Background: an optimization exercise with open tools, aiming at a short achievable clock period and few clock cycles. Do not read the settings as production practice.
Only simulation tests tie the RTL to the original design; equivalence was not proved.
No activity file was given, so power comes from the tool's default toggle rates.

--- design.v ---
module ARM(
	input clk, rst,
	output [31:0] imem_addr,
	input [31:0] imem_data,
	output [31:0] dmem_addr,
	output [31:0] dmem_wdata,
	output dmem_read,
	output dmem_write,
	input [31:0] dmem_rdata,
	input dmem_ready
);
	reg [29:0] pc;           
	reg [29:0] fa_q;         
	reg        started;      
	reg [31:0] ir;           
	reg        ir_v;
	reg        ir_pred;      
	reg [29:0] pc_d;         
	reg [29:0] pc_d1;        
	reg [23:0] ir_poff;      
	reg [15:0] rn_oh, sb_oh;  
	reg        btb_v;
	reg [29:0] btb_pc, btb_tgt;
	reg [23:0] btb_off;
	reg        bt_ins;       
	reg [29:0] bt_pc, bt_tgt;
	reg [23:0] bt_off;
	reg        x_wen, x_fwe, x_ld;
	reg [3:0]  x_dest;
	reg [31:0] x_a, x_b;     
	reg        x_arith, x_and, x_orr, x_eor;   
	reg        x_addcin;                       
	reg        x_csub, x_ccmp, x_vq;           
	reg [3:0]  x_ldflags;    
	reg [31:0] m_addr, m_wdata;     
	reg [31:0] m_addr_s, m_wdata_s;  
	reg        m_rd, m_wr;
	reg [3:0]  flags;        
	wire [31:0] rf [0:15];
	reg  [15:0] wr;
	genvar gi;
	generate
		for (gi = 0; gi < 16; gi = gi + 1) begin : g_rf
			reg [31:0] r;
			always @(posedge clk)
				if (x_wen && x_dest == gi) r <= x_res;
			assign rf[gi] = wr[gi] ? r : gi;
		end
	endgenerate
	always @(posedge clk or posedge rst)
		if (rst) wr <= 16'd0;
		else if (x_wen) wr[x_dest] <= 1'b1;
	assign imem_addr = {fa_q, 2'b00};
	assign dmem_addr = m_addr;
	assign dmem_wdata = m_wdata;
	assign dmem_read = m_rd;
	assign dmem_write = m_wr;
	wire add_cin = x_addcin;
	wire [31:0] xa = x_a;
	wire [31:0] xb = x_b;
	wire [32:0] sum = {1'b0, xa} + {1'b0, xb} + {32'd0, add_cin};
	wire [31:0] alu = x_arith ? sum[31:0] :
	                  x_and ? (xa & xb) :
	                  x_orr ? (xa | xb) :
	                  x_eor ? (xa ^ xb) : xb;
	wire z_sum = &(~((xa ^ xb) ^ {xa[30:0] | xb[30:0], add_cin}));
	wire z_log = (alu == 32'd0);
	wire c_arith = x_ccmp ? (xa[31] ^ xb[31] ^ sum[32]) : (sum[32] ^ x_csub);
	wire v_arith = ((xa[31] == xb[31]) ^ x_vq) & (sum[31] != xa[31]);
	wire [3:0] alu_flags = x_arith ? {z_sum, c_arith, sum[31], v_arith}
	                               : {z_log, 1'b0, alu[31], 1'b0};
	wire [3:0] x_flags = x_ld ? x_ldflags : alu_flags;
	wire [31:0] x_res = x_ld ? dmem_rdata : alu;
	wire [3:0] cond = ir[31:28];
	wire [1:0] mode = ir[27:26];
	wire       d_i = ir[25];
	wire [3:0] opc = ir[24:21];
	wire       d_s = ir[20];
	wire [3:0] rn = ir[19:16];
	wire [3:0] rd = ir[15:12];
	wire [3:0] rm = ir[3:0];
	wire is_dp = (mode == 2'b00);
	wire is_mem = (mode == 2'b01);
	wire is_br = (mode == 2'b10);
	wire is_ld = is_mem & d_s;
	wire is_st = is_mem & ~d_s;
	wire o_and = (opc == 4'b0000), o_eor = (opc == 4'b0001), o_sub = (opc == 4'b0010);
	wire o_add = (opc == 4'b0100), o_adc = (opc == 4'b0101), o_sbc = (opc == 4'b0110);
	wire o_tst = (opc == 4'b1000), o_cmp = (opc == 4'b1010), o_orr = (opc == 4'b1100);
	wire o_mov = (opc == 4'b1101), o_mvn = (opc == 4'b1111);
	wire o_arith = o_add | o_adc | o_sub | o_sbc | o_cmp;
	wire o_nowb = o_tst | o_cmp;
	wire dp_ok = is_dp & (o_arith | o_and | o_eor | o_tst | o_orr | o_mov | o_mvn);
	wire d_wen = (dp_ok & ~o_nowb) | is_ld;
	wire d_fwe = (dp_ok & (d_s | o_nowb)) | is_ld;
	wire use_rn = (dp_ok & ~o_mov & ~o_mvn) | is_mem;
	wire use_rm = dp_ok & ~d_i & ~ir[4];
	wire [3:0] srcb = is_st ? rd : rm;
	reg [31:0] rfa, rfb;
	integer k;
	always @(*) begin
		rfa = 32'd0;
		rfb = 32'd0;
		for (k = 0; k < 16; k = k + 1) begin
			rfa = rfa | ({32{rn_oh[k]}} & rf[k]);
			rfb = rfb | ({32{sb_oh[k]}} & rf[k]);
		end
	end
	wire [31:0] bya = rfa;
	wire [31:0] byb = rfb;
	wire [4:0] sha = ir[11:7];
	wire [63:0] b_rr = {byb, byb} >> sha;
	reg  [31:0] b_sh;
	always @(*) begin
		case (ir[6:5])
			2'b00: b_sh = byb << sha;
			2'b11: b_sh = b_rr[31:0];
			default: b_sh = byb >> sha;       
		endcase
	end
	wire [63:0] imm_rr = {24'd0, ir[7:0], 24'd0, ir[7:0]} >> {ir[11:8], 1'b0};
	wire [31:0] op2 = d_i ? imm_rr[31:0] : (ir[4] ? 32'd0 : b_sh);
	wire [63:0] f_rr = {alu, alu} >> sha;
	reg  [31:0] f_sh;
	always @(*) begin
		case (ir[6:5])
			2'b00: f_sh = alu << sha;
			2'b11: f_sh = f_rr[31:0];
			default: f_sh = alu >> sha;
		endcase
	end
	wire d_inv = o_sub | o_sbc | o_cmp | o_mvn;
	wire [31:0] off = {{20{ir[11]}}, ir[11:0]};
	wire [31:0] asum;
	wire a_cout;
	ks_add #(32) u_aadd (.a(bya), .b(off), .cin(1'b0), .sum(asum), .cout(a_cout));
	wire z_asum = &(~((bya ^ off) ^ {bya[30:0] | off[30:0], 1'b0}));
	wire [3:0] d_ldflags = {z_asum, a_cout, asum[31],
	                        (bya[31] == off[31]) & (asum[31] != bya[31])};
	wire [31:0] d_wdata = (x_wen && x_dest == rd) ? x_res : byb;
	wire fz = flags[3], fc = flags[2], fn = flags[1], fv = flags[0];
	wire az = x_flags[3], ac = x_flags[2], an = x_flags[1], av = x_flags[0];
	reg cp_r;
	always @(*) begin
		case (cond)
			4'b0000: cp_r = fz;
			4'b0001: cp_r = ~fz;
			4'b0010: cp_r = fc;
			4'b0011: cp_r = ~fc;
			4'b0100: cp_r = fn;
			4'b0101: cp_r = ~fn;
			4'b0110: cp_r = fv;
			4'b0111: cp_r = ~fv;
			4'b1000: cp_r = fc & ~fz;
			4'b1001: cp_r = ~fc | fz;
			4'b1010: cp_r = (fn == fv);
			4'b1011: cp_r = (fn != fv);
			4'b1100: cp_r = ~fz & (fn == fv);
			4'b1101: cp_r = fz | ~fv;        
			4'b1110: cp_r = 1'b1;
			default: cp_r = 1'b0;
		endcase
	end
	reg cp_x;
	always @(*) begin
		case (cond)
			4'b0000: cp_x = az;
			4'b0001: cp_x = ~az;
			4'b0010: cp_x = ac;
			4'b0011: cp_x = ~ac;
			4'b0100: cp_x = an;
			4'b0101: cp_x = ~an;
			4'b0110: cp_x = av;
			4'b0111: cp_x = ~av;
			4'b1000: cp_x = ac & ~az;
			4'b1001: cp_x = ~ac | az;
			4'b1010: cp_x = (an == av);
			4'b1011: cp_x = (an != av);
			4'b1100: cp_x = ~az & (an == av);
			4'b1101: cp_x = az | ~av;        
			4'b1110: cp_x = 1'b1;
			default: cp_x = 1'b0;
		endcase
	end
	wire cpass = x_fwe ? cp_x : cp_r;
	wire stall_mem = (m_rd | m_wr) & ~dmem_ready;
	wire fwda = x_wen & (x_dest == rn);
	wire fwdb = x_wen & ~x_ld & (x_dest == rm) & use_rm;
	wire stall_dep = ir_v & x_wen & ((use_rn & ~dp_ok & (x_dest == rn)) | (x_ld & use_rm & (x_dest == rm)));
	wire hold = stall_mem | stall_dep;
	wire hold_f = hold | ~started;
	wire go = ir_v & ~stall_dep;
	wire exe = go & cpass;
	wire br_far = (ir[23:0] != 24'd0);
	wire br_taken = ir_v & is_br & cpass & br_far;
	wire [29:0] br_target;
	wire br_co;
	ks_add #(30) u_badd (.a(pc_d1), .b({{6{ir[23]}}, ir[23:0]}), .cin(1'b0), .sum(br_target), .cout(br_co));
	wire pred_ok = (ir[23:0] == ir_poff);
	wire redir_t = br_taken & ~(ir_pred & pred_ok);
	wire redir_f = ir_v & ir_pred & ~br_taken;
	wire f_hit = btb_v && (pc == btb_pc);
	wire [29:0] pc_1 = pc + 30'd1;
	wire [29:0] f_next = f_hit ? btb_tgt : pc_1;
	wire br_tk = ir_v & is_br & br_far;           
	wire [29:0] nx_fall = (ir_v & ir_pred) ? pc_d1 : f_next;
	wire [29:0] nx_pass = br_tk ? ((ir_pred & pred_ok) ? f_next : br_target) : nx_fall;
	wire [29:0] pc_next = cpass ? nx_pass : nx_fall;
	always @(posedge clk or posedge rst) begin
		if (rst) begin
			pc <= 30'd0;
			ir_v <= 1'b0;
			btb_v <= 1'b0;
			bt_ins <= 1'b0;
			started <= 1'b0;
		end else begin
			started <= 1'b1;
			if (!hold_f) begin
				pc <= pc_next;
				ir_v <= ~(redir_t | redir_f);
			end
			bt_ins <= ~hold_f & redir_t & ir[23];
			if (bt_ins)
				btb_v <= 1'b1;
			else if (~hold_f & redir_f & ~is_br)
				btb_v <= 1'b0;
		end
	end
	always @(posedge clk)
		fa_q <= hold_f ? pc : pc_next;
	always @(posedge clk) begin
		if (!hold_f) begin
			ir <= imem_data;
			rn_oh <= 16'd1 << imem_data[19:16];
			sb_oh <= 16'd1 << ((imem_data[27:26] == 2'b01 && !imem_data[20]) ? imem_data[15:12] : imem_data[3:0]);
			pc_d <= pc;
			pc_d1 <= pc_1;
			ir_pred <= f_hit;
			ir_poff <= btb_off;
		end
		bt_pc <= pc_d;
		bt_tgt <= br_target;
		bt_off <= ir[23:0];
		if (bt_ins) begin
			btb_pc <= bt_pc;
			btb_tgt <= bt_tgt;
			btb_off <= bt_off;
		end
	end
	always @(posedge clk or posedge rst) begin
		if (rst) begin
			x_wen <= 1'b0;
			x_fwe <= 1'b0;
			m_rd <= 1'b0;
			m_wr <= 1'b0;
		end else if (!stall_mem) begin
			x_wen <= exe & d_wen;
			x_fwe <= exe & d_fwe;
			m_rd <= exe & is_ld;
			m_wr <= exe & is_st;
		end
	end
	always @(posedge clk) begin
		if (!stall_mem) begin
			x_ld <= is_ld;
			x_dest <= rd;
			x_a <= fwda ? x_res : bya;
			x_b <= fwdb ? (d_inv ? ~f_sh : f_sh) : (d_inv ? ~op2 : op2);
			x_arith <= o_arith;
			x_and <= o_and | o_tst;
			x_orr <= o_orr;
			x_eor <= o_eor;
			x_addcin <= o_sub | o_cmp | ((o_adc | o_sbc) & (x_fwe ? x_flags[1] : flags[1]));
			x_csub <= o_sub | o_sbc;
			x_ccmp <= o_cmp;
			x_vq <= o_sbc;
			x_ldflags <= d_ldflags;
		end
	end
	always @(posedge clk or posedge rst) begin
		if (rst) begin
			m_addr_s <= 32'd0;
			m_wdata_s <= 32'd0;
		end else if (!stall_mem) begin
			m_addr_s <= asum;
			m_wdata_s <= d_wdata;
		end
	end
	always @(posedge clk) begin
		m_addr <= stall_mem ? m_addr_s : asum;
		m_wdata <= stall_mem ? m_wdata_s : d_wdata;
	end
	always @(posedge clk or posedge rst) begin
		if (rst) begin
			flags <= 4'd0;
		end else if (!stall_mem) begin
			if (x_fwe) flags <= x_flags;
		end
	end
endmodule
module ks_add #(parameter W = 32, parameter L = 5) (
	input  [W-1:0] a, b,
	input          cin,
	output [W-1:0] sum,
	output         cout
);
	wire [W-1:0] p0 = a ^ b;
	wire [W-1:0] g [0:L];
	wire [W-1:0] p [0:L];
	assign g[0] = (a & b) | {{(W-1){1'b0}}, p0[0] & cin};
	assign p[0] = p0;
	genvar l, i;
	generate
		for (l = 0; l < L; l = l + 1) begin : lv
			for (i = 0; i < W; i = i + 1) begin : bt
				if (i >= (1 << l)) begin : c
					assign g[l+1][i] = g[l][i] | (p[l][i] & g[l][i-(1<<l)]);
					assign p[l+1][i] = p[l][i] & p[l][i-(1<<l)];
				end else begin : n
					assign g[l+1][i] = g[l][i];
					assign p[l+1][i] = p[l][i];
				end
			end
		end
	endgenerate
	assign sum = p0 ^ {g[L][W-2:0], cin};
	assign cout = g[L][W-1];
endmodule
--- flow/run.sh ---
#!/bin/bash
# Layout flow: the standard ORFS flow, with timing repair (floorplan,
# CTS and global-route repair_timing) aiming for a setup slack of
# SETUP_SLACK_MARGIN ns instead of 0, so the layout is optimised for the
# shortest period it can reach. Constraints (constraint.sdc) are unchanged.
set -uo pipefail
cd "$(dirname "$0")/.."
export SETUP_SLACK_MARGIN=15
bash standard.sh > flow_make.log 2>&1
--- standard.sh ---
#!/bin/bash
# synth_recipe.tcl (not shown) runs the flow's synth.tcl, then flattens the netlist and writes it again
# the make line also repeats each setting of config.mk as NAME=value (left out here)
make -C /OpenROAD-flow-scripts/flow DESIGN_CONFIG=/design/flow/config.mk WORK_HOME=/design/flow/orfs CLKGATE_MAP_FILE= SYNTH_SCRIPT=/design/flow/synth_recipe.tcl "${@:-finish}"
--- config.mk ---
export PLATFORM = sky130hd
export DESIGN_NAME = ARM
export DESIGN_NICKNAME = ARM
export VERILOG_FILES = /design/flow/design.v
export SDC_FILE = /design/flow/constraint.sdc
export NUM_CORES = 4
export LEC_CHECK = 0
export CAP_MARGIN = 20
export CORE_MARGIN = 2
export CORE_UTILIZATION = 65
export SLEW_MARGIN = 20
--- constraint.sdc ---
create_clock -name core_clock -period 20.0 [get_ports {clk}]
set_input_delay 4.0000 -clock core_clock [delete_from_list [all_inputs] [get_ports {clk}]]
set_output_delay 4.0000 -clock core_clock [all_outputs]
set_load 0.01 [all_outputs]
==> flow_summary.json <==
{
  "crit_slowest_cell": "dfxtp_4",
  "die_w_um": 314.1,
  "ys_types": 116,
  "yosys.area_share.adder_pct": 3.370,
  "path_class": "reg -> out",
  "min_from": "pc_d[27]",
  "wl_per_cell_um": 35.39,
  "cp_slowest_stage_delay_ns": 0.42,
  "p_leak_nw": 26.71,
  "n_fill_cell": 6285,
  "remaining_drc_errors": 0,
  "cts_buffer_depth": 3,
  "power.density_nw_per_um2": 167.6,
  "holdCritPathClass": "reg -> reg",
  "synth_top_area_share_pct": 39.67,
  "r2r-start": "rn_oh[2]",
  "required_ns": 16.00,
  "postLayoutCoreUtil_pct": 75.98,
  "hold_depth": 0,
  "core_area_um2": 95150,
  "crit_chain": "buf_6",
  "cp_top_family": "flip-flops",
  "critPathMaxFanout": 1,
  "yosys.area.top_type": "edfxtp_1",
  "place.gp.congestion": 1.070,
  "clkTransAtPathRegs_ns": 0.07,
  "timing.rr.end": "m_addr_s[30]",
  "synthXorXnorAreaFrac_pct": 3.584,
  "first_pass_iters": 15,
  "grt_pass1_wl_um": 367700,
  "vias_per_cell": 7.754,
  "maxSlewHeadroom_pct": 9.138,
  "ys_top_cells_by_area": "edfxtp_1 40%, dfxtp_1 5.7%, dfrtp_1 4.9%",
  "endpoint_kind": "output port",
  "drt_iter0_drc": 12360,
  "numCtsBuffers": 108,
  "r2r_cells": 21,
  "worstMarginPinSlew_ns": 1.358,
  "vdd_drop_max_uv": 133.3,
  "antenna_found_initial": 11,
  "die_h_um": 314.1,
  "die_area_um2": 98680,
  "multi_input_comb_area_um2": 30080,
  "synthCells": 5972,
  "fp-row-count": 113,
  "synthFlopType": "edfxtp_1",
  "postSynthAreaPerCell_um2": 10.47,
  "drv_slew": 0,
  "io_pins": 165,
  "grtUsageTotal_pct": 51.74,
  "hold_buffers": 0,
  "synth-compound-area-share_pct": 15.37,
  "wirelength_um": 264300,
  "first_global_vias": 53540,
  "hold_viol_final": 0,
  "dpl.hpwl_um": 159000,
  "synth-edff-count": 826,
  "synthToLayoutAreaGrowth_pct": 15.64,
  "cts_tree": "built",
  "synth_mux_area_share_pct": 7.855,
  "clock_skew_ns": 0.06751,
  "htree_num_levels": 3,
  "synth_top_family_by_area": "simple AND/OR/NAND/NOR gates",
  "rsz0062_at_grt": "true",
  "regArea_um2": 31600,
  "synthMostInstantiatedCell": "edfxtp_1",
  "syn-cell-area_um2": 62520,
  "synth_commonest_cells": "826 x edfxtp_1, 584 x nand3_1, 443 x nor2_1",
  "overflow": 0,
  "cts_root_buf": "clkbuf_16",
  "nets": 6333,
  "cts.sinks": 1126,
  "holdPathEnd": "bt_pc[27]",
  "grt_max_degree": 142,
  "start_kind": "flop",
  "max_freq_ghz": 0.1889,
  "portBuffers": 162,
  "synth-async-reset-ratio_pct": 10.83,
  "start_util_pct": 65.70,
  "worst-r2r-setup-slack_ns": 14.77,
  "dr_total_vias": 57900,
  "tns_ns": 0,
  "period_minus_slack_ns": 5.293,
  "status": "complete, no violations",
  "ant_nets": 0,
  "synth-simple-area-share_pct": 15.70,
  "drive_above_1_share_pct": 17.57,
  "clk_latency_ns": 0.76,
  "fin_crit_sh_pct": 26.46,
  "worstPathArrival_ns": 1.29,
  "synth_seq_area_share_pct": 50.26,
  "ys_seq_elements": 1126,
  "yosysWarnings": 3,
  "crit_buf_inv": 1,
  "setup_viol": 0,
  "cap_violations": 0
}
==> power by group <==
part / switching (W) / leakage (nW) / internal [W]
combinational: 0.00418 / 14.2 / 0.00214
sequential: 0.000392 / 10.7 / 0.00325
clock: 0.000947 / 1.82 / 0.00120
total: 0.00552 / 26.7 / 0.00660
==> per-layer routing <==
metal | global-route usage, % | up-vias | part of all wire [%] | wire length, um
met4 | 30.42 | 10 | 8.4 | 22150
met5 | 0.3385 | - | 0.026 | 68
met3 | 25.40 | 1630 | 19 | 51510
met1 | 66.80 | 27070 | 33 | 87230
met2 | 70.11 | 6258 | 39 | 103300
li1 | - | 22930 | - | -
==> per-stage QoR <==
step                      area (um^2)  cells  setup slack [ns]  hold slack, ns  total power, W
final                           72290   7467             14.71          0.3412         0.01212
after global placement          65510   7123             11.34          0.3238        0.008885
after global routing            72270   7457             14.71          0.3490         0.01233
after CTS                       70890   7395             14.70          0.3403         0.01139
after floorplan                 62870   5973             12.82          0.3233        0.006807
after detailed placement        65510   7123             11.24          0.3269        0.008971
==> cell type report <==
type / count / share of cell area [%]
Multi-Input combinational cell: 4247 / 41.60
Timing Repair inverter: 3 / 0.03635
Tap cell: 1265 / 2.189
Antenna cell: 10 / 0.03461
Sequential cell: 1126 / 43.71
Timing Repair Buffer: 457 / 6.405
Clock inverter: 57 / 0.8308
Clock buffer: 145 / 4.310
Inverter: 157 / 0.8827
==> placed cells by master, fill, tap and decap left out, drive strengths merged, types with 63 or more instances in the layout <==
cell,instances
dfxtp,178
ha,162
a211oi,72
mux2,83
nand2b,69
o21ai,276
nand4,173
a21oi,291
mux2i,239
xor2,124
clkdlybuf4s50,63
a21o,65
a22oi,178
edfxtp,826
buf,381
clkbuf,152
xnor2,131
nor4,69
nand3,588
mux4,70
nor2,443
inv,157
nand2,438
dfrtp,122
nor3,80
==> what timing repair did <==
item | 4_1_cts | 5_1_grt
pin swaps | 34 | 49
setup buffers | 56 | 56
setup endpoints to repair | 637 | 331
resized for setup | 746 | 190
gates cloned | 14 | 4
==> worst max path at each step <==
stage | from | endpoint | slack (ns) | cells after the start
floorplan | dmem_ready | bt_ins | 12.82 | 7
global placement | dmem_ready | pc[22] | 11.34 | 11
detailed placement | dmem_ready | pc[22] | 11.24 | 11
CTS | m_wr | dmem_write | 14.70 | 1
global route | m_wr | dmem_write | 14.71 | 1
finish | m_addr[17] | dmem_addr[17] | 14.71 | 1
==> sequential cells by signal, indices dropped and copies added, names as in the netlist, 32 cells and up <==
register   cells
m_wdata_s     32
m_addr_s      32
m_addr        32
g_rf.r       512
ir            32
x_a           32
m_wdata       32
x_b           32
==> kinds of logic (layout without fill, tap and decap cells) <==
group                    after synthesis  count (layout)
AO/OA/AOI/OAI                       1400            1401
XOR/XNOR                             255             255
adder cells (fa/ha/maj)              166             166
buffers and inverters                605             819
flip-flops                          1126            1126
multiplexers                         392             392
other                                  2              13
AND/OR/NAND/NOR                     2026            2030
Testbench counts, summed over its fixed seeds: cycles 27,989.

## afterwards: timing with drivers on the ports
Ports are ideal in the flow. The routed layout listed here was re-timed in OpenROAD.
Step 1 (the two cells are an assumption about what drives the block):
set clk [get_ports {clk}]
set_driving_cell -lib_cell sky130_fd_sc_hd__clkbuf_16 $clk
set_driving_cell -lib_cell sky130_fd_sc_hd__buf_2 [delete_from_list [all_inputs] $clk]
Step 2 also shifts input and output timing later by t, the mid clock arrival at the registers, as if the neighbouring blocks saw the same clock.
a / b / c = no drivers / after step 1 / after step 2; a / b = the first two.
t (ns): 0.806
setup WS [ns]: 14.707 / 14.628 / 14.121
worst setup path after step 2: input to register
latest minus earliest clock arrival (ns): 0.068 / 0.069
pins driven straight from the clock port: 1
After both steps setup and hold are still met in this run. The setup slack of this run moves by -0.079 ns with the drivers and by -0.586 ns with both steps.
